Background: an optimization exercise with open tools, aiming at small area and a short achievable clock period. Do not read the settings as production practice.

==> module fir_out, before the edit <==
module fir_out(input [16:0] s, input [7:0] d, output [16:0] y);
    assign y = s + {d, 1'b0} + d;
endmodule
clock: 12.5 ns
lec_check: 0
abc_clock_period_in_ps: 3000
cap_margin: 20
core_margin: 2
core_utilization: 40
cts_buf_list: sky130_fd_sc_hd__clkbuf_8
cts_cluster_diameter: 60
cts_cluster_size: 14
setup_slack_margin: 5
slew_margin: 20
synth_hierarchical: 1
standard.sh (not shown) runs the stock make flow with config.mk's settings and CLKGATE_MAP_FILE= SYNTH_SCRIPT=/design/flow/synth_recipe.tcl, a recipe that flattens the netlist after the stock synthesis.
==> flow/flow/run.sh <==
#!/bin/bash
# The standard layout (standard.sh) with two changes: synthesis runs
# flow/synth.tcl (synth_recipe.tcl, but no adder-cell extraction in the output
# adder module), and the port buffers are sky130_fd_sc_hd__buf_2 cells.
# Logs: standard.log here; ORFS's own logs under orfs/logs.
set -euo pipefail
export BUFFER_PORTS_ARGS="-buffer_cell sky130_fd_sc_hd__buf_2"
sed "s#SYNTH_SCRIPT=[^ ]*#SYNTH_SCRIPT=$PWD/flow/synth.tcl#" standard.sh > own_standard.sh
grep -q "SYNTH_SCRIPT=$PWD/flow/synth.tcl" own_standard.sh
bash own_standard.sh > standard.log 2>&1
==> flow/flow/synth.tcl <==
# synth_recipe.tcl (the standard synthesis), except that full and half adders
# are not extracted from the output adder module fir_out, which is left to ABC.
proc synth {args} { yosys synth -nofsm -noshare {*}$args }
proc extract_fa {args} { yosys extract_fa {*}$args filter fir_fa fir_ha }
source $::env(SCRIPTS_DIR)/synth.tcl
# left out here: clear keep_hierarchy, flatten, clean up, hide names made inside functions, write 1_2_yosys.v
The starting point completed without violations.
Change:
--- a/flow/design.v
+++ b/flow/design.v
@@ -763,11 +763,65 @@
         else       S <= S_next;
     end
     fir_out u_out (.s(S), .d(Data_In), .y(Data_Out));
 endmodule
 module fir_out(input [16:0] s, input [7:0] d, output [16:0] y);
-    assign y = s + {d, 1'b0} + d;
+    wire [9:0] oa, ob;
+    assign oa[0] = s[0] ^ d[0];
+    assign ob[0] = 1'b0;
+    assign ob[1] = s[0] & d[0];
+    genvar gi;
+    generate for (gi = 1; gi < 8; gi = gi + 1) begin : csa
+        assign oa[gi] = s[gi] ^ d[gi] ^ d[gi-1];
+        assign ob[gi+1] = (s[gi] & d[gi]) | (s[gi] & d[gi-1]) | (d[gi] & d[gi-1]);
+    end endgenerate
+    assign oa[8] = s[8] ^ d[7];
+    assign oa[9] = s[9];
+    assign ob[9] = s[8] & d[7];
+    wire [9:0] g = oa & ob;
+    wire [9:0] p = oa ^ ob;
+    wire G0_2 = g[2] | (p[2] & g[1]);
+    wire P0_2 = p[2] & p[1];
+    wire G0_4 = g[4] | (p[4] & g[3]);
+    wire P0_4 = p[4] & p[3];
+    wire G0_6 = g[6] | (p[6] & g[5]);
+    wire P0_6 = p[6] & p[5];
+    wire G0_8 = g[8] | (p[8] & g[7]);
+    wire P0_8 = p[8] & p[7];
+    wire G1_3 = g[3] | (p[3] & G0_2);
+    wire P1_3 = p[3] & P0_2;
+    wire G1_4 = G0_4 | (P0_4 & G0_2);
+    wire P1_4 = P0_4 & P0_2;
+    wire G1_7 = g[7] | (p[7] & G0_6);
+    wire P1_7 = p[7] & P0_6;
+    wire G1_8 = G0_8 | (P0_8 & G0_6);
+    wire P1_8 = P0_8 & P0_6;
+    wire G2_5 = g[5] | (p[5] & G1_4);
+    wire P2_5 = p[5] & P1_4;
+    wire G2_6 = G0_6 | (P0_6 & G1_4);
+    wire P2_6 = P0_6 & P1_4;
+    wire G2_7 = G1_7 | (P1_7 & G1_4);
+    wire P2_7 = P1_7 & P1_4;
+    wire G2_8 = G1_8 | (P1_8 & G1_4);
+    wire P2_8 = P1_8 & P1_4;
+    wire G3_9 = g[9] | (p[9] & G2_8);
+    wire P3_9 = p[9] & P2_8;
+    wire [10:0] cy;   
+    assign cy[1:0] = 2'b00;
+    assign cy[2] = g[1];
+    assign cy[3] = G0_2;
+    assign cy[4] = G1_3;
+    assign cy[5] = G1_4;
+    assign cy[6] = G2_5;
+    assign cy[7] = G2_6;
+    assign cy[8] = G2_7;
+    assign cy[9] = G2_8;
+    assign cy[10] = G3_9;
+    assign y[0] = oa[0];
+    assign y[9:1] = p[9:1] ^ cy[9:1];
+    wire [6:0] hi_inc = s[16:10] + 7'd1;
+    assign y[16:10] = cy[10] ? hi_inc : s[16:10];
 endmodule
 module fir_fa(input a, input b, input c, output s, output co);
     assign s = a ^ b ^ c;
     assign co = (a & b) | (a & c) | (b & c);
 endmodule
The new run passed the timing, design-rule and antenna checks.
Sequential share of layout area climbs by 0.67 points.
Setup slack improved by 0.086 ns.
Wire length is lower by 2.7%.
Maximum frequency goes up by 1.2%.
Die area went down by 1.8%.
No run of this note included a check of the RTL's function; only the layout flow was run.

static timing again, ports no longer ideal:
Ports are ideal in the flow. The routed layouts listed here were re-timed in OpenROAD.
Step 1 sets driving cells, clkbuf_16 on the clock port and buf_2 on the other inputs (assumed; they add their load-dependent delay and slew).
Step 2, shift: input delay + t, output delay - t, t = (earliest + latest rising clock arrival at the registers) / 2. This alone moves slack from input paths to output paths.
Three values: ideal, step 1, step 2; two values: the first two.
run	t (ns)	slack for setup (ns)	latest minus earliest clock arrival (ns)	slew at the worst register clock pin (ns)	worst slew at a driven data input, ns
the first run	0.588	5.189 / 5.164 / 5.164	0.021 / 0.020	0.10 / 0.10	0.03
the second run	0.597	5.275 / 5.251 / 5.251	0.034 / 0.034	0.09 / 0.09	0.03
After both steps every run listed still meets setup and hold. For the first run, which loses most, drivers alone change the setup slack by -0.025 ns; drivers and shift together by -0.025 ns.
